Background: an optimization exercise with open tools, aiming at small area and a short achievable clock period. Do not read the settings as production practice. In this exercise RTL edits were held to simulation tests only and were not proved equivalent to the original. Power figures rest on the tool's default switching activity, not on a simulated workload.

## flow/design.v (module list and top-level ports; edited modules follow where they fit)
// module num_rpad: 10 lines
// module num_sneg: 8 lines
// module num_sabs: 8 lines
// module num_min: 9 lines
// module num_max: 9 lines
// module num_smin: 9 lines
// module num_smax: 9 lines
// module num_ssignbit: 8 lines
// module num_sadd: 17 lines
// module num_smul: 47 lines
// module smul_q31: 659 lines
// module sq_benc: 11 lines
// module sq_bpp: 10 lines
// module sq_fa: 10 lines
// module sq_ha: 9 lines
module smul_q31 (
    input  logic        clk,
    input  logic        reset,
    input  logic        go,
    input  logic [31:0] left,
    input  logic [31:0] right,
    output logic [31:0] out,
    output logic        done
);
  // ...
==> flow/flow/run.sh <==
#!/bin/bash
# The standard synthesis and layout, with two changes to how the layout
# is made:
#  - after synthesis, the Booth selector gates (a22oi) are set to their
#    smallest drive strength (the placement's repair steps resize them again
#    where timing needs it);
#  - the input and output ports are buffered with buf_2 cells rather than
#    the flow's default choice.
set -euo pipefail
bash standard.sh synth > synth.log 2>&1
R=orfs/results/sky130hd/smul_q31/base
cat > downsize.tcl <<TCL
read_db $R/1_synth.odb
set db [ord::get_db]
set m1 [\$db findMaster sky130_fd_sc_hd__a22oi_1]
set n 0
foreach inst [[ord::get_db_block] getInsts] {
  if {[[\$inst getMaster] getName] eq "sky130_fd_sc_hd__a22oi_2"} {
    \$inst swapMaster \$m1
    incr n
  }
}
puts "downsized \$n a22oi_2 to a22oi_1"
write_db $R/1_synth.odb
TCL
openroad -no_init -exit downsize.tcl > downsize.log 2>&1
export BUFFER_PORTS_ARGS="-buffer_cell sky130_fd_sc_hd__buf_2"
bash standard.sh > layout.log 2>&1
==> flow/standard.sh <==
#!/bin/bash
# synth_recipe.tcl (not shown) runs the flow's synth.tcl, then flattens the netlist and writes it again
# the make line also repeats each setting of config.mk as NAME=value (left out here)
make -C /OpenROAD-flow-scripts/flow DESIGN_CONFIG=/design/flow/config.mk WORK_HOME=/design/flow/orfs CLKGATE_MAP_FILE= SYNTH_SCRIPT=/design/flow/synth_recipe.tcl "${@:-finish}"
==> flow/config.mk <==
export PLATFORM = sky130hd
export DESIGN_NAME = smul_q31
export DESIGN_NICKNAME = smul_q31
export VERILOG_FILES = /design/flow/design.v
export SDC_FILE = /design/flow/constraint.sdc
export NUM_CORES = 4
export LEC_CHECK = 0
export CAP_MARGIN = 20
export CORE_MARGIN = 2
export CORE_UTILIZATION = 60
export PLACE_DENSITY = 0.75
export SETUP_SLACK_MARGIN = 2.8
export SLEW_MARGIN = 20
export SYNTH_HIERARCHICAL = 1
export SYNTH_MINIMUM_KEEP_SIZE = 0
==> flow/constraint.sdc <==
create_clock -name core_clock -period 8.0 [get_ports {clk}]
set_input_delay 1.6000 -clock core_clock [delete_from_list [all_inputs] [get_ports {clk}]]
set_output_delay 1.6000 -clock core_clock [all_outputs]
set_load 0.01 [all_outputs]
==> metrics.csv, run 1 <==
stage,metric,value,unit
status,status,no timing/DRC/antenna violations,
global_route,grt_util_met1,54.6,%
cts,clkSlewWorstSetupHoldPaths,0.07,ns
placed_design,port_buffers,99,
finish,final_common_cell,xnor2_1,
placed_design,dp_hpwl,34600,um
pwr,leakage,6.94,nW
drt,dr_wl_met2,21700,um
cts,post-cts-setup-buffers,13,
finish,drive_above_1_share,21.7,%
pwr,intPower,4.18,mW
worst_setup_path,reg2reg_to,sb[21],
worst_setup_path,crit_slowest_cell,fa_2,
global_route,grt_util_all_layers,38.4,%
finish,layoutNonFillerInstCount,1904,
timing,worst_slack,2.65,ns
timing,worst_pin_slew,1.10,ns
finish,multi_input_area_share,79.2,%
timing,rsz0062_at_grt,yes,
pwr,p_seq,810,uW
timing,fin_skew,0.0123,ns
finish,final_nets,1984,
finish,buffers,172,
cts,cts_tree,done,
die,design.portCount,100,
finish,finalInstanceArea,17200,sq um
placed_design,dp.cells,1841,
worst_setup_path,slowest_delay,0.55,ns
timing,hold_violations,0,
die,die-area,25900,sq um
pwr,power_density,515,nW/um^2
worst_setup_path,crit_chain,ha_4 > ha_4 > fa_2 > a21o_1 > a311o_1 > a31oi_4 > buf_6 > nand2_4 > a221o_1 > a31o_4 > a21oi_4 > xnor2_4 > a22o_4 > fa_2 > fa_2 > fa_2 > fa_2,
cts,htree_levels,3,
job,maxCapViolCount,0,
pwr,p_comb_share,86.2,%
cts,clk_latency,0.35,ns
synthesis,netlist_area,14800,sq um
die,core,24200,sq um
worst_setup_path,startpoint,sb[0],
cts,cts.repair.resized,45,
worst_setup_path,crit_top_cell,fa_2,
worst_setup_path,required,8.29,ns
global_route,grt_max_degree,42,
==> inputs of run 2 (changes only) <==
--- a/flow/design.v
+++ b/flow/design.v
@@ -193,17 +193,259 @@
   sq_ha k33 (.a(sa[33]), .b(sb[33]), .s(rs[33]), .co(rc[34]));
   sq_ha k34 (.a(sa[34]), .b(sb[34]), .s(rs[34]), .co(rc[35]));
   sq_ha k35 (.a(sa[35]), .b(sb[35]), .s(rs[35]), .co(rc[36]));
   sq_ha k36 (.a(sa[36]), .b(sb[36]), .s(rs[36]), .co(rc[37]));
   sq_ha k37 (.a(sa[37]), .b(sb[37]), .s(rs[37]), .co(rc[38]));
   sq_ha k38 (.a(sa[38]), .b(sb[38]), .s(rs[38]), .co(rc[39]));
   sq_ha k39 (.a(sa[39]), .b(sb[39]), .s(rs[39]), .co(rc[40]));
   assign rc[0] = sl;
-  wire [39:0] r = rs[39:0] + rc[39:0];
+  wire [39:0] r;
+  wire [39:0] ag, ap;
+  sq_ha pg[39:0] (.a(rs[39:0]), .b(rc[39:0]), .s(ap), .co(ag));
+  wire sg0_1;
+  sq_g u0_1 (.gh(ag[1]), .ph(ap[1]), .gl(ag[0]), .g(sg0_1));
+  wire sg0_3, sp0_3;
+  sq_gp u0_3 (.gh(ag[3]), .ph(ap[3]), .gl(ag[2]), .pl(ap[2]), .g(sg0_3), .p(sp0_3));
+  wire sg0_5, sp0_5;
+  sq_gp u0_5 (.gh(ag[5]), .ph(ap[5]), .gl(ag[4]), .pl(ap[4]), .g(sg0_5), .p(sp0_5));
+  wire sg0_7, sp0_7;
+  sq_gp u0_7 (.gh(ag[7]), .ph(ap[7]), .gl(ag[6]), .pl(ap[6]), .g(sg0_7), .p(sp0_7));
+  wire sg0_9, sp0_9;
+  sq_gp u0_9 (.gh(ag[9]), .ph(ap[9]), .gl(ag[8]), .pl(ap[8]), .g(sg0_9), .p(sp0_9));
+  wire sg0_11, sp0_11;
+  sq_gp u0_11 (.gh(ag[11]), .ph(ap[11]), .gl(ag[10]), .pl(ap[10]), .g(sg0_11), .p(sp0_11));
+  wire sg0_13, sp0_13;
+  sq_gp u0_13 (.gh(ag[13]), .ph(ap[13]), .gl(ag[12]), .pl(ap[12]), .g(sg0_13), .p(sp0_13));
+  wire sg0_15, sp0_15;
+  sq_gp u0_15 (.gh(ag[15]), .ph(ap[15]), .gl(ag[14]), .pl(ap[14]), .g(sg0_15), .p(sp0_15));
+  wire sg0_17, sp0_17;
+  sq_gp u0_17 (.gh(ag[17]), .ph(ap[17]), .gl(ag[16]), .pl(ap[16]), .g(sg0_17), .p(sp0_17));
+  wire sg0_19, sp0_19;
+  sq_gp u0_19 (.gh(ag[19]), .ph(ap[19]), .gl(ag[18]), .pl(ap[18]), .g(sg0_19), .p(sp0_19));
+  wire sg0_21, sp0_21;
+  sq_gp u0_21 (.gh(ag[21]), .ph(ap[21]), .gl(ag[20]), .pl(ap[20]), .g(sg0_21), .p(sp0_21));
+  wire sg0_23, sp0_23;
+  sq_gp u0_23 (.gh(ag[23]), .ph(ap[23]), .gl(ag[22]), .pl(ap[22]), .g(sg0_23), .p(sp0_23));
+  wire sg0_25, sp0_25;
+  sq_gp u0_25 (.gh(ag[25]), .ph(ap[25]), .gl(ag[24]), .pl(ap[24]), .g(sg0_25), .p(sp0_25));
+  wire sg0_27, sp0_27;
+  sq_gp u0_27 (.gh(ag[27]), .ph(ap[27]), .gl(ag[26]), .pl(ap[26]), .g(sg0_27), .p(sp0_27));
+  wire sg0_29, sp0_29;
+  sq_gp u0_29 (.gh(ag[29]), .ph(ap[29]), .gl(ag[28]), .pl(ap[28]), .g(sg0_29), .p(sp0_29));
+  wire sg0_31, sp0_31;
+  sq_gp u0_31 (.gh(ag[31]), .ph(ap[31]), .gl(ag[30]), .pl(ap[30]), .g(sg0_31), .p(sp0_31));
+  wire sg0_33, sp0_33;
+  sq_gp u0_33 (.gh(ag[33]), .ph(ap[33]), .gl(ag[32]), .pl(ap[32]), .g(sg0_33), .p(sp0_33));
+  wire sg0_35, sp0_35;
+  sq_gp u0_35 (.gh(ag[35]), .ph(ap[35]), .gl(ag[34]), .pl(ap[34]), .g(sg0_35), .p(sp0_35));
+  wire sg0_37, sp0_37;
+  sq_gp u0_37 (.gh(ag[37]), .ph(ap[37]), .gl(ag[36]), .pl(ap[36]), .g(sg0_37), .p(sp0_37));
+  wire sg0_39, sp0_39;
+  sq_gp u0_39 (.gh(ag[39]), .ph(ap[39]), .gl(ag[38]), .pl(ap[38]), .g(sg0_39), .p(sp0_39));
+  wire sg1_2;
+  sq_g u1_2 (.gh(ag[2]), .ph(ap[2]), .gl(sg0_1), .g(sg1_2));
+  wire sg1_3;
+  sq_g u1_3 (.gh(sg0_3), .ph(sp0_3), .gl(sg0_1), .g(sg1_3));
+  wire sg1_6, sp1_6;
+  sq_gp u1_6 (.gh(ag[6]), .ph(ap[6]), .gl(sg0_5), .pl(sp0_5), .g(sg1_6), .p(sp1_6));
+  wire sg1_7, sp1_7;
+  sq_gp u1_7 (.gh(sg0_7), .ph(sp0_7), .gl(sg0_5), .pl(sp0_5), .g(sg1_7), .p(sp1_7));
+  wire sg1_10, sp1_10;
+  sq_gp u1_10 (.gh(ag[10]), .ph(ap[10]), .gl(sg0_9), .pl(sp0_9), .g(sg1_10), .p(sp1_10));
+  wire sg1_11, sp1_11;
+  sq_gp u1_11 (.gh(sg0_11), .ph(sp0_11), .gl(sg0_9), .pl(sp0_9), .g(sg1_11), .p(sp1_11));
+  wire sg1_14, sp1_14;
+  sq_gp u1_14 (.gh(ag[14]), .ph(ap[14]), .gl(sg0_13), .pl(sp0_13), .g(sg1_14), .p(sp1_14));
+  wire sg1_15, sp1_15;
+  sq_gp u1_15 (.gh(sg0_15), .ph(sp0_15), .gl(sg0_13), .pl(sp0_13), .g(sg1_15), .p(sp1_15));
+  wire sg1_18, sp1_18;
+  sq_gp u1_18 (.gh(ag[18]), .ph(ap[18]), .gl(sg0_17), .pl(sp0_17), .g(sg1_18), .p(sp1_18));
+  wire sg1_19, sp1_19;
+  sq_gp u1_19 (.gh(sg0_19), .ph(sp0_19), .gl(sg0_17), .pl(sp0_17), .g(sg1_19), .p(sp1_19));
+  wire sg1_22, sp1_22;
+  sq_gp u1_22 (.gh(ag[22]), .ph(ap[22]), .gl(sg0_21), .pl(sp0_21), .g(sg1_22), .p(sp1_22));
+  wire sg1_23, sp1_23;
+  sq_gp u1_23 (.gh(sg0_23), .ph(sp0_23), .gl(sg0_21), .pl(sp0_21), .g(sg1_23), .p(sp1_23));
+  wire sg1_26, sp1_26;
+  sq_gp u1_26 (.gh(ag[26]), .ph(ap[26]), .gl(sg0_25), .pl(sp0_25), .g(sg1_26), .p(sp1_26));
+  wire sg1_27, sp1_27;
+  sq_gp u1_27 (.gh(sg0_27), .ph(sp0_27), .gl(sg0_25), .pl(sp0_25), .g(sg1_27), .p(sp1_27));
+  wire sg1_30, sp1_30;
+  sq_gp u1_30 (.gh(ag[30]), .ph(ap[30]), .gl(sg0_29), .pl(sp0_29), .g(sg1_30), .p(sp1_30));
+  wire sg1_31, sp1_31;
+  sq_gp u1_31 (.gh(sg0_31), .ph(sp0_31), .gl(sg0_29), .pl(sp0_29), .g(sg1_31), .p(sp1_31));
+  wire sg1_34, sp1_34;
+  sq_gp u1_34 (.gh(ag[34]), .ph(ap[34]), .gl(sg0_33), .pl(sp0_33), .g(sg1_34), .p(sp1_34));
+  wire sg1_35, sp1_35;
+  sq_gp u1_35 (.gh(sg0_35), .ph(sp0_35), .gl(sg0_33), .pl(sp0_33), .g(sg1_35), .p(sp1_35));
+  wire sg1_38, sp1_38;
+  sq_gp u1_38 (.gh(ag[38]), .ph(ap[38]), .gl(sg0_37), .pl(sp0_37), .g(sg1_38), .p(sp1_38));
+  wire sg1_39, sp1_39;
+  sq_gp u1_39 (.gh(sg0_39), .ph(sp0_39), .gl(sg0_37), .pl(sp0_37), .g(sg1_39), .p(sp1_39));
+  wire sg2_4;
+  sq_g u2_4 (.gh(ag[4]), .ph(ap[4]), .gl(sg1_3), .g(sg2_4));
+  wire sg2_5;
+  sq_g u2_5 (.gh(sg0_5), .ph(sp0_5), .gl(sg1_3), .g(sg2_5));
+  wire sg2_6;
+  sq_g u2_6 (.gh(sg1_6), .ph(sp1_6), .gl(sg1_3), .g(sg2_6));
+  wire sg2_7;
+  sq_g u2_7 (.gh(sg1_7), .ph(sp1_7), .gl(sg1_3), .g(sg2_7));
+  wire sg2_12, sp2_12;
+  sq_gp u2_12 (.gh(ag[12]), .ph(ap[12]), .gl(sg1_11), .pl(sp1_11), .g(sg2_12), .p(sp2_12));
+  wire sg2_13, sp2_13;
+  sq_gp u2_13 (.gh(sg0_13), .ph(sp0_13), .gl(sg1_11), .pl(sp1_11), .g(sg2_13), .p(sp2_13));
+  wire sg2_14, sp2_14;
+  sq_gp u2_14 (.gh(sg1_14), .ph(sp1_14), .gl(sg1_11), .pl(sp1_11), .g(sg2_14), .p(sp2_14));
+  wire sg2_15, sp2_15;
+  sq_gp u2_15 (.gh(sg1_15), .ph(sp1_15), .gl(sg1_11), .pl(sp1_11), .g(sg2_15), .p(sp2_15));
+  wire sg2_20, sp2_20;
+  sq_gp u2_20 (.gh(ag[20]), .ph(ap[20]), .gl(sg1_19), .pl(sp1_19), .g(sg2_20), .p(sp2_20));
+  wire sg2_21, sp2_21;
+  sq_gp u2_21 (.gh(sg0_21), .ph(sp0_21), .gl(sg1_19), .pl(sp1_19), .g(sg2_21), .p(sp2_21));
+  wire sg2_22, sp2_22;
+  sq_gp u2_22 (.gh(sg1_22), .ph(sp1_22), .gl(sg1_19), .pl(sp1_19), .g(sg2_22), .p(sp2_22));
+  wire sg2_23, sp2_23;
+  sq_gp u2_23 (.gh(sg1_23), .ph(sp1_23), .gl(sg1_19), .pl(sp1_19), .g(sg2_23), .p(sp2_23));
+  wire sg2_28, sp2_28;
+  sq_gp u2_28 (.gh(ag[28]), .ph(ap[28]), .gl(sg1_27), .pl(sp1_27), .g(sg2_28), .p(sp2_28));
+  wire sg2_29, sp2_29;
+  sq_gp u2_29 (.gh(sg0_29), .ph(sp0_29), .gl(sg1_27), .pl(sp1_27), .g(sg2_29), .p(sp2_29));
+  wire sg2_30, sp2_30;
+  sq_gp u2_30 (.gh(sg1_30), .ph(sp1_30), .gl(sg1_27), .pl(sp1_27), .g(sg2_30), .p(sp2_30));
+  wire sg2_31, sp2_31;
+  sq_gp u2_31 (.gh(sg1_31), .ph(sp1_31), .gl(sg1_27), .pl(sp1_27), .g(sg2_31), .p(sp2_31));
+  wire sg2_36, sp2_36;
+  sq_gp u2_36 (.gh(ag[36]), .ph(ap[36]), .gl(sg1_35), .pl(sp1_35), .g(sg2_36), .p(sp2_36));
+  wire sg2_37, sp2_37;
+  sq_gp u2_37 (.gh(sg0_37), .ph(sp0_37), .gl(sg1_35), .pl(sp1_35), .g(sg2_37), .p(sp2_37));
+  wire sg2_38, sp2_38;
+  sq_gp u2_38 (.gh(sg1_38), .ph(sp1_38), .gl(sg1_35), .pl(sp1_35), .g(sg2_38), .p(sp2_38));
+  wire sg2_39, sp2_39;
+  sq_gp u2_39 (.gh(sg1_39), .ph(sp1_39), .gl(sg1_35), .pl(sp1_35), .g(sg2_39), .p(sp2_39));
+  wire sg3_8;
+  sq_g u3_8 (.gh(ag[8]), .ph(ap[8]), .gl(sg2_7), .g(sg3_8));
+  wire sg3_9;
+  sq_g u3_9 (.gh(sg0_9), .ph(sp0_9), .gl(sg2_7), .g(sg3_9));
+  wire sg3_10;
+  sq_g u3_10 (.gh(sg1_10), .ph(sp1_10), .gl(sg2_7), .g(sg3_10));
+  wire sg3_11;
+  sq_g u3_11 (.gh(sg1_11), .ph(sp1_11), .gl(sg2_7), .g(sg3_11));
+  wire sg3_12;
+  sq_g u3_12 (.gh(sg2_12), .ph(sp2_12), .gl(sg2_7), .g(sg3_12));
+  wire sg3_13;
+  sq_g u3_13 (.gh(sg2_13), .ph(sp2_13), .gl(sg2_7), .g(sg3_13));
+  wire sg3_14;
+  sq_g u3_14 (.gh(sg2_14), .ph(sp2_14), .gl(sg2_7), .g(sg3_14));
+  wire sg3_15;
+  sq_g u3_15 (.gh(sg2_15), .ph(sp2_15), .gl(sg2_7), .g(sg3_15));
+  wire sg3_24, sp3_24;
+  sq_gp u3_24 (.gh(ag[24]), .ph(ap[24]), .gl(sg2_23), .pl(sp2_23), .g(sg3_24), .p(sp3_24));
+  wire sg3_25, sp3_25;
+  sq_gp u3_25 (.gh(sg0_25), .ph(sp0_25), .gl(sg2_23), .pl(sp2_23), .g(sg3_25), .p(sp3_25));
+  wire sg3_26, sp3_26;
+  sq_gp u3_26 (.gh(sg1_26), .ph(sp1_26), .gl(sg2_23), .pl(sp2_23), .g(sg3_26), .p(sp3_26));
+  wire sg3_27, sp3_27;
+  sq_gp u3_27 (.gh(sg1_27), .ph(sp1_27), .gl(sg2_23), .pl(sp2_23), .g(sg3_27), .p(sp3_27));
+  wire sg3_28, sp3_28;
+  sq_gp u3_28 (.gh(sg2_28), .ph(sp2_28), .gl(sg2_23), .pl(sp2_23), .g(sg3_28), .p(sp3_28));
+  wire sg3_29, sp3_29;
+  sq_gp u3_29 (.gh(sg2_29), .ph(sp2_29), .gl(sg2_23), .pl(sp2_23), .g(sg3_29), .p(sp3_29));
+  wire sg3_30, sp3_30;
+  sq_gp u3_30 (.gh(sg2_30), .ph(sp2_30), .gl(sg2_23), .pl(sp2_23), .g(sg3_30), .p(sp3_30));
+  wire sg3_31, sp3_31;
+  sq_gp u3_31 (.gh(sg2_31), .ph(sp2_31), .gl(sg2_23), .pl(sp2_23), .g(sg3_31), .p(sp3_31));
+  wire sg4_16;
+  sq_g u4_16 (.gh(ag[16]), .ph(ap[16]), .gl(sg3_15), .g(sg4_16));
+  wire sg4_17;
+  sq_g u4_17 (.gh(sg0_17), .ph(sp0_17), .gl(sg3_15), .g(sg4_17));
+  wire sg4_18;
+  sq_g u4_18 (.gh(sg1_18), .ph(sp1_18), .gl(sg3_15), .g(sg4_18));
+  wire sg4_19;
+  sq_g u4_19 (.gh(sg1_19), .ph(sp1_19), .gl(sg3_15), .g(sg4_19));
+  wire sg4_20;
+  sq_g u4_20 (.gh(sg2_20), .ph(sp2_20), .gl(sg3_15), .g(sg4_20));
+  wire sg4_21;
+  sq_g u4_21 (.gh(sg2_21), .ph(sp2_21), .gl(sg3_15), .g(sg4_21));
+  wire sg4_22;
+  sq_g u4_22 (.gh(sg2_22), .ph(sp2_22), .gl(sg3_15), .g(sg4_22));
+  wire sg4_23;
+  sq_g u4_23 (.gh(sg2_23), .ph(sp2_23), .gl(sg3_15), .g(sg4_23));
+  wire sg4_24;
+  sq_g u4_24 (.gh(sg3_24), .ph(sp3_24), .gl(sg3_15), .g(sg4_24));
+  wire sg4_25;
+  sq_g u4_25 (.gh(sg3_25), .ph(sp3_25), .gl(sg3_15), .g(sg4_25));
+  wire sg4_26;
+  sq_g u4_26 (.gh(sg3_26), .ph(sp3_26), .gl(sg3_15), .g(sg4_26));
+  wire sg4_27;
+  sq_g u4_27 (.gh(sg3_27), .ph(sp3_27), .gl(sg3_15), .g(sg4_27));
+  wire sg4_28;
+  sq_g u4_28 (.gh(sg3_28), .ph(sp3_28), .gl(sg3_15), .g(sg4_28));
+  wire sg4_29;
+  sq_g u4_29 (.gh(sg3_29), .ph(sp3_29), .gl(sg3_15), .g(sg4_29));
+  wire sg4_30;
+  sq_g u4_30 (.gh(sg3_30), .ph(sp3_30), .gl(sg3_15), .g(sg4_30));
+  wire sg4_31;
+  sq_g u4_31 (.gh(sg3_31), .ph(sp3_31), .gl(sg3_15), .g(sg4_31));
+  wire sg5_32;
+  sq_g u5_32 (.gh(ag[32]), .ph(ap[32]), .gl(sg4_31), .g(sg5_32));
+  wire sg5_33;
+  sq_g u5_33 (.gh(sg0_33), .ph(sp0_33), .gl(sg4_31), .g(sg5_33));
+  wire sg5_34;
+  sq_g u5_34 (.gh(sg1_34), .ph(sp1_34), .gl(sg4_31), .g(sg5_34));
+  wire sg5_35;
+  sq_g u5_35 (.gh(sg1_35), .ph(sp1_35), .gl(sg4_31), .g(sg5_35));
+  wire sg5_36;
+  sq_g u5_36 (.gh(sg2_36), .ph(sp2_36), .gl(sg4_31), .g(sg5_36));
+  wire sg5_37;
+  sq_g u5_37 (.gh(sg2_37), .ph(sp2_37), .gl(sg4_31), .g(sg5_37));
+  wire sg5_38;
+  sq_g u5_38 (.gh(sg2_38), .ph(sp2_38), .gl(sg4_31), .g(sg5_38));
+  wire sg5_39;
+  sq_g u5_39 (.gh(sg2_39), .ph(sp2_39), .gl(sg4_31), .g(sg5_39));
+  assign r[0] = ap[0];
+  assign r[1] = ap[1] ^ ag[0];
+  assign r[2] = ap[2] ^ sg0_1;
+  assign r[3] = ap[3] ^ sg1_2;
+  assign r[4] = ap[4] ^ sg1_3;
+  assign r[5] = ap[5] ^ sg2_4;
+  assign r[6] = ap[6] ^ sg2_5;
+  assign r[7] = ap[7] ^ sg2_6;
+  assign r[8] = ap[8] ^ sg2_7;
+  assign r[9] = ap[9] ^ sg3_8;
+  assign r[10] = ap[10] ^ sg3_9;
+  assign r[11] = ap[11] ^ sg3_10;
+  assign r[12] = ap[12] ^ sg3_11;
+  assign r[13] = ap[13] ^ sg3_12;
+  assign r[14] = ap[14] ^ sg3_13;
+  assign r[15] = ap[15] ^ sg3_14;
+  assign r[16] = ap[16] ^ sg3_15;
+  assign r[17] = ap[17] ^ sg4_16;
+  assign r[18] = ap[18] ^ sg4_17;
+  assign r[19] = ap[19] ^ sg4_18;
+  assign r[20] = ap[20] ^ sg4_19;
+  assign r[21] = ap[21] ^ sg4_20;
+  assign r[22] = ap[22] ^ sg4_21;
+  assign r[23] = ap[23] ^ sg4_22;
+  assign r[24] = ap[24] ^ sg4_23;
+  assign r[25] = ap[25] ^ sg4_24;
+  assign r[26] = ap[26] ^ sg4_25;
+  assign r[27] = ap[27] ^ sg4_26;
+  assign r[28] = ap[28] ^ sg4_27;
+  assign r[29] = ap[29] ^ sg4_28;
+  assign r[30] = ap[30] ^ sg4_29;
+  assign r[31] = ap[31] ^ sg4_30;
+  assign r[32] = ap[32] ^ sg4_31;
+  assign r[33] = ap[33] ^ sg5_32;
+  assign r[34] = ap[34] ^ sg5_33;
+  assign r[35] = ap[35] ^ sg5_34;
+  assign r[36] = ap[36] ^ sg5_35;
+  assign r[37] = ap[37] ^ sg5_36;
+  assign r[38] = ap[38] ^ sg5_37;
+  assign r[39] = ap[39] ^ sg5_38;
   wire [47:0] er;
   assign er[0] = (add2 & r[8]);
   assign er[1] = (add2 & r[9]);
   assign er[2] = (add2 & r[10]);
   assign er[3] = (add2 & r[11]);
   assign er[4] = (add2 & r[12]);
   assign er[5] = (add2 & r[13]);
   assign er[6] = (add2 & r[14]);
@@ -808,16 +1050,35 @@
     input  logic x1,
     input  logic neg,
     input  logic one,
     input  logic two,
     output logic p
 );
   assign p = ((one & x0) | (two & x1)) ^ neg;
 endmodule
+module sq_g (
+    input  logic gh,
+    input  logic ph,
+    input  logic gl,
+    output logic g
+);
+  assign g = gh | (ph & gl);
+endmodule
+module sq_gp (
+    input  logic gh,
+    input  logic ph,
+    input  logic gl,
+    input  logic pl,
+    output logic g,
+    output logic p
+);
+  assign g = gh | (ph & gl);
+  assign p = ph & pl;
+endmodule
 module sq_fa (
     input  logic a,
     input  logic b,
     input  logic c,
     output logic s,
     output logic co
 );
   assign s = a ^ b ^ c;
==> run 2 against run 1 <==
  * Clock skew is 0.0024 ns higher
  * Synthesized cell count is 3.6% lower
  * Synthesized area is 0.75% lower
  * Final area is 3.4% lower
  * Critical path type is now primary input to flop
==> metrics.csv, run 2 <==
stage,metric,value,unit,change
status,status,no timing/DRC/antenna violations,,
synthesis,synthCells,1355,,
global_route,grt_pass1_wl,73400,um,
timing,min_period,5.23,ns,
worst_setup_path,crit_type,primary input to flop,,
cts,clkSlewWorstSetupHoldPaths,0.07,ns,about the same
drt,viasPerCell,6.85,,
die,design.portCount,100,,unchanged
worst_setup_path,reg2reg_slack,2.93,ns,
drt,ant_nets,0,,
drt,routed_wl,48400,um,
timing,tns,0,ns,
drt,firstDrtPassIters,10,,
timing,worst_slack,2.77,ns,+0.124 ns
pwr,p_comb_share,84.3,%,-1.9 points
placed_design,dp_hpwl,32400,um,-6.3%
worst_setup_path,reg2reg_to,sb[17],,
placed_design,preCtsSetupSlack,2.04,ns,
placed_design,gp_congestion,1.01,,
synthesis,synth_warnings,7,,
worst_setup_path,end_kind,flop,,
worst_setup_path,start_kind,primary input,,
pwr,leakage,7.36,nW,+6.2%
timing,maxSlewViolCount,0,,
timing,holdWs,0.514,ns,
worst_setup_path,r2r-start,sa[6],,
cts,ctsHoldBuffers,0,,
die,start_util,60.6,%,
finish,layoutNonFillerInstCount,1836,,-3.6%
finish,reg.largest.list,"sa: 40 flops, sb: 40 flops",,
placed_design,port_buffers,99,,unchanged
die,core,24200,sq um,-0.29%
finish,syn_to_final_growth,13.5,%,
timing,finalSetupViolCount,0,,
timing,timing.slew.headroom,47.7,%,
cts,numCtsBuffers,9,,
global_route,grt_util_all_layers,37.6,%,-0.78 points
finish,drive_above_1_share,18.3,%,-3.5 points
pwr,power_density,474,nW/um^2,-8.0%
pwr,ir_drop,0.000376,V,
synthesis,synth.avg_cell_area,10.8,sq um,
finish,layout_common_cells,"xnor2_1 (278), a22oi_1 (264), fa_1 (224)",,
cts,htree_levels,3,,unchanged
drt,vias,12600,,
global_route,antenna_found_initial,0,,
global_route,grt_pass1_vias,13000,,
pwr,seq_power_share,10.1,%,
pwr,swShare,51.9,%,
die,die_width,160,um,
worst_hold_path,worstHoldStart,d0,,
pwr,power.total,7.88,mW,
worst_setup_path,required,8.20,ns,-0.09 ns
timing,hold_violations,0,,unchanged
finish,nFillCells,1861,,
timing,fin_skew,0.0147,ns,+0.00236 ns
worst_setup_path,startpoint,right[17],,
drt,drt-initial-drc-count,1623,,
worst_setup_path,worst_r2r_path_depth,13,,
finish,ff_latch_area,1700,sq um,
pwr,intPower,3.79,mW,-9.4%
finish,final_nets,1914,,-3.5%
cts,cts_root_buf,clkbuf_16,,
drt,drc,0,,
die,die-area,25700,sq um,-0.73%
finish,n_antenna_cell,0,,
global_route,overflow,0,,
cts,clk_latency,0.37,ns,+0.02 ns
timing,finalCritPeriodShare,65.3,%,
global_route,grt_max_degree,42,,unchanged
cts,cts.sinks,85,,
timing,rsz0062_at_grt,yes,,
timing,worst_pin_slew,0.782,ns,-0.316 ns
die,fp.dieH,160,um,
worst_setup_path,path_max_fanout,18,,
finish,final_common_cell,xnor2_1,,
finish,multi_input_area,13300,sq um,
pwr,power_switching,4.09,mW,
die,core.rowCount,57,,
worst_hold_path,hold_path.class,flop to flop,,
worst_setup_path,arrival,5.43,ns,
synthesis,netlist_area,14700,sq um,-0.75%
worst_setup_path,endpoint,sa[17],,
pwr,clkPwrFrac,5.6,%,
job,maxCapViolCount,0,,unchanged
cts,cts_tree,done,,
drt,wl_per_cell,26.4,um,
cts,cts_buffer_depth,2,,
timing,fmax,0.191,GHz,
placed_design,dp.cells,1799,,-2.3%
[run 2: cell count changes in the layout (fill, tap and decap cells not counted), moves of 16 or more]
cell,change
a21oi_1,-37
fa_2,-29
xnor2_2,+16
fa_1,+28
and2_1,+38
buf_4,-28
o21ai_0,-16
nand2_1,-38
a21o_1,+73
[run 2: timing repair]
action,4_1_cts,5_1_grt
pin swaps,9,6
gates resized for setup,56,33
gates cloned,5,2
buffers inserted,12,2
setup endpoints to repair,77,68
[run 2: through the flow]
step                area [sq um]  utilization [%]
floorplan                  14700                -
global placement           15800             65.2
detailed placement         15800             65.2
CTS                        16400             67.9
global route               16600             68.8
finish                     16600             68.8
[run 2: power groups by stage]
stage | Combinational [mW] | Sequential, mW | Clock [mW]
2_1_floorplan | 4.20 | 0.775 | 0
3_3_place_gp | 5.92 | 0.799 | 0
3_5_place_dp | 6.12 | 0.806 | 0
4_1_cts | 6.36 | 0.796 | 0.441
5_1_grt | 7.32 | 0.810 | 0.455
6_report | 6.65 | 0.796 | 0.438
[run 2: worst min path at each step]
| stage | to | slack [ns] | depth (start not counted) |
|---|---|---|---|
| floorplan | d1 | 0.45 | 1 |
| global placement | d1 | 0.48 | 1 |
| detailed placement | d1 | 0.50 | 1 |
| CTS | d1 | 0.51 | 1 |
| global route | d1 | 0.55 | 1 |
| finish | d1 | 0.51 | 1 |
[run 2: area by class of cell]
type,count,share of cell area (%)
tap,324,2.44
clock inverter,7,0.399
clock buffer,9,1.35
multi-input combinational,1240,79.8
sequential,85,10.2
inverter,31,0.714
timing repair buffer,140,5.12
[run 2: metal layers]
layer,up-vias,wire length [um],global-route usage [%]
met5,-,66,0
met4,2,3010,22.1
met3,242,7390,13.5
met2,1084,19800,53.7
met1,6063,18100,49.3
li1,5194,-,-
[run 2: critical path, cell delays in order]
cell,delay (ns)
buf_2,0.09
mux2_2,0.39
ha_2,0.62
buf_4,0.34
a22oi_1,0.14
xnor2_1,0.27
fa_1,0.51
fa_1,0.48
fa_1,0.46
fa_1,0.51
==> module sq_benc, before the edit <==
module sq_benc (
    input  logic [2:0] b,
    input  logic       en,
    output logic       neg,
    output logic       one,
    output logic       two
);
  assign neg = b[2] & ~(b[1] & b[0]) & en;    
  assign one = b[1] ^ b[0];
  assign two = (b[2] & ~b[1] & ~b[0]) | (~b[2] & b[1] & b[0]);
endmodule
==> inputs of run 3 (changes only) <==
--- a/flow/design.v
+++ b/flow/design.v
@@ -1041,7 +1041,7 @@
     output logic       one,
     output logic       two
 );
-  assign neg = b[2] & ~(b[1] & b[0]) & en;    
+  assign neg = b[2] & en;
   assign one = b[1] ^ b[0];
   assign two = (b[2] & ~b[1] & ~b[0]) | (~b[2] & b[1] & b[0]);
 endmodule
==> run 3 against run 2 <==
  * Utilization down 0.78 points
  * Cell count fell by 1.3%
  * Largest power group unchanged
  * Critical endpoint is now sb[13]
  * Clock skew is essentially flat
  * Sequential power is 2% higher
  * Critical path depth is 3 higher
  * Register-to-register slack got worse by 0.03 ns
  * Count of clock-buffer cells in the layout did not move
  * Wire length down 5.6%
  * Highest routed layer is now met4
  * Critical path type is now flop to flop
  * Sequential share of layout area is 0.15 points higher
  * Combinational power up 4.7%
==> metrics.csv, run 3 <==
stage,metric,value,unit,change
status,status,no timing/DRC/antenna violations,,
finish,drive_above_1_share,17.3,%,-0.92 points
die,core,24100,sq um,-0.29%
cts,htree_levels,3,,unchanged
finish,final_nets,1882,,-1.7%
timing,worst_pin_slew,0.829,ns,+0.0467 ns
timing,tns,0,ns,unchanged
timing,fmax,0.196,GHz,+2.4%
global_route,grt_max_degree,42,,unchanged
drt,wl_per_cell,25.2,um,-4.4%
worst_setup_path,crit_chain,fa_1 > ha_4 > and2_1 > and2_1 > a21o_4 > a21o_4 > a21o_1 > xnor2_1 > o22ai_2 > fa_1 > fa_1 > fa_1 > fa_1,,
timing,min_period,5.10,ns,-0.122 ns
finish,nFillCells,1933,,+3.9%
placed_design,port_buffers,99,,unchanged
cts,cts_root_buf,clkbuf_16,,
synthesis,synth.avg_cell_area,10.9,sq um,+0.32%
timing,hold_violations,0,,unchanged
worst_setup_path,crit_slowest_cell,xnor2_1,,
worst_setup_path,required,8.24,ns,+0.04 ns
worst_hold_path,worstHoldStart,d0,,
cts,cts.sinks,85,,unchanged
synthesis,synthCells,1347,,-0.59%
timing,timing.slew.headroom,44.7,%,-2.9 points
timing,fin_skew,0.0152,ns,+0.000496 ns
job,maxCapViolCount,0,,unchanged
placed_design,dp_hpwl,31900,um,-1.6%
finish,reg.largest.list,"sa: 40 flops, sb: 40 flops",,
cts,cts_tree,done,,
worst_setup_path,end_kind,flop,,
die,design.portCount,100,,unchanged
drt,firstDrtPassIters,8,,-2
die,start_util,60.7,%,about the same
drt,vias,12000,,-4.6%
global_route,overflow,0,,unchanged
drt,drt-met1-wl,17900,um,-1.1%
timing,finalCritPeriodShare,63.8,%,-1.5 points
worst_setup_path,slowest_delay,0.60,ns,-0.02 ns
worst_setup_path,reg2reg_slack,2.90,ns,-0.03 ns
pwr,ir_drop,0.000344,V,-8.6%
cts,clkSlewWorstSetupHoldPaths,0.07,ns,about the same
drt,dr_wl_met2,19800,um,-0.37%
finish,final_common_cell,xnor2_1,,
cts,cts_buffer_depth,2,,unchanged
worst_hold_path,hold_end,d1,,
finish,multi_input_area,13100,sq um,-1.1%
worst_setup_path,path_max_fanout,9,,-9
worst_setup_path,start_kind,flop,,
die,fp.dieH,160,um,-0.13%
worst_setup_path,crit_top_cell,fa_1,,
die,die-area,25600,sq um,-0.27%
timing,holdWs,0.510,ns,-0.00392 ns
drt,highest_layer,met4,,
synthesis,synth_warnings,7,,unchanged
die,die_width,160,um,-0.13%
drt,drt-initial-drc-count,1600,,-1.4%
drt,viasPerCell,6.62,,-3.4%
drt,drc,0,,unchanged
global_route,antenna_found_initial,2,,+2
finish,syn_to_final_growth,12.2,%,
drt,routed_wl,45700,um,-5.6%
timing,maxSlewViolCount,0,,unchanged
worst_hold_path,holdPathStages,1,,unchanged
finish,layout_common_cells,"xnor2_1 (279), a22oi_1 (264), fa_1 (224)",,
worst_setup_path,r2r-start,sa[6],,
timing,rsz0062_at_grt,yes,,
cts,ctsHoldBuffers,0,,unchanged
die,core.rowCount,57,,unchanged
pwr,power_density,500,nW/um^2,+5.6%
drt,dr_wl_met3,5850,um,-21%
global_route,grt_util_all_layers,36.2,%,-1.4 points
global_route,grt_pass1_wl,71100,um,-3.1%
worst_setup_path,worst_r2r_path_depth,13,,unchanged
drt,ant_nets,0,,unchanged
finish,ff_latch_area,1700,sq um,unchanged
worst_setup_path,reg2reg_to,sb[13],,
worst_hold_path,hold_path.class,flop to flop,,
global_route,grt_pass1_vias,12500,,-3.9%
timing,finalSetupViolCount,0,,unchanged
synthesis,netlist_area,14600,sq um,-0.27%
cts,numCtsBuffers,9,,unchanged
cts,clk_latency,0.37,ns,about the same
placed_design,gp_congestion,0.995,,-1.1%
worst_setup_path,crit_type,flop to flop,,
pwr,leakage,7.22,nW,-2.0%
worst_setup_path,arrival,5.35,ns,-0.08 ns
-- run 3: through the flow --
| step | power, mW | cell area [sq um] | util [%] | cells | setup WS (ns) |
|---|---|---|---|---|---|
| after global routing | 8.96 | 16400 | 68.0 | 1812 | 2.80 |
| after detailed placement | 7.31 | 15700 | 65.2 | 1789 | 2.02 |
| after floorplan | 5.22 | 14700 | - | 1354 | 2.78 |
| final | 8.21 | 16400 | 68.0 | 1813 | 2.90 |
| after global placement | 7.11 | 15700 | 65.2 | 1789 | 2.15 |
| after CTS | 7.98 | 16200 | 67.2 | 1808 | 2.76 |
-- run 3: area by class of cell --
type | instances | share of cell area [%]
multi-input combinational | 1225 | 80.0
sequential | 85 | 10.4
timing repair buffer | 131 | 4.61
tap | 324 | 2.47
clock buffer | 9 | 1.37
inverter | 31 | 0.740
clock inverter | 7 | 0.381
antenna | 1 | 0.0153
-- run 3: routing by layer --
layer / GRT usage, % / vias to the layer above
met5: 0 / -
met4: 16.1 / 0
met3: 9.09 / 131
met2: 54.6 / 883
met1: 49.8 / 5876
li1: - / 5116
-- run 3: where the power goes --
group          internal (mW)  total (mW)  switching, mW
Clock                  0.219       0.436          0.217
Sequential             0.734       0.810         0.0762
Combinational           2.99        6.96           3.97
-- run 3: worst max path at each step --
stage,startpoint,endpoint,slack [ns],cells after the start
floorplan,right[16],sb[25],2.78,10
finish,sa[6],sb[13],2.90,13
global route,sa[6],sb[25],2.80,14
detailed placement,go,sb[19],2.02,10
global placement,go,sb[13],2.15,10
CTS,sa[6],sb[25],2.76,15
-- run 3: timing repair --
action	CTS	global route
setup endpoints to repair	81	62
setup buffers	3	3
pin swaps	2	6
resized for setup	50	27
-- run 3: critical path: cells and delay by family (launching register included) --
kind / cells / cell delay, ns
AND/OR/NAND/NOR: 2 / 0.31
adder cells (fa/ha/maj): 6 / 2.82
XOR/XNOR: 1 / 0.60
AO/OA/AOI/OAI: 4 / 0.93
flip-flops: 1 / 0.32

[afterwards: timing with drivers on the ports]
In the flow no input, the clock included, has a driving cell. The finished layouts below were timed again as built, in two steps. Step 1 assumes that a clkbuf_16 drives the clock port and a buf_2 every other input. Step 2, shift: input delay + t, output delay - t, t = (earliest + latest rising clock arrival at the registers) / 2. This alone moves slack from input paths to output paths. a / b / c = ideal / step 1 / step 2; a / b = the first two.
run | shift t [ns] | setup WS [ns] | worst setup path at the end | clock arrival spread, ns | cell pins on the clock port's net
run 1 | 0.388 | 2.650 / 2.618 / 2.351 | input to register | 0.013 / 0.013 | 1
run 2 | 0.406 | 2.773 / 2.795 / 2.389 | input to register | 0.015 / 0.014 | 1
run 3 | 0.419 | 2.896 / 2.896 / 2.531 | input to register | 0.015 / 0.015 | 1
After both steps every run listed still meets setup and hold. For run 2, which loses most, drivers alone change the setup slack by +0.022 ns; drivers and shift together by -0.384 ns.
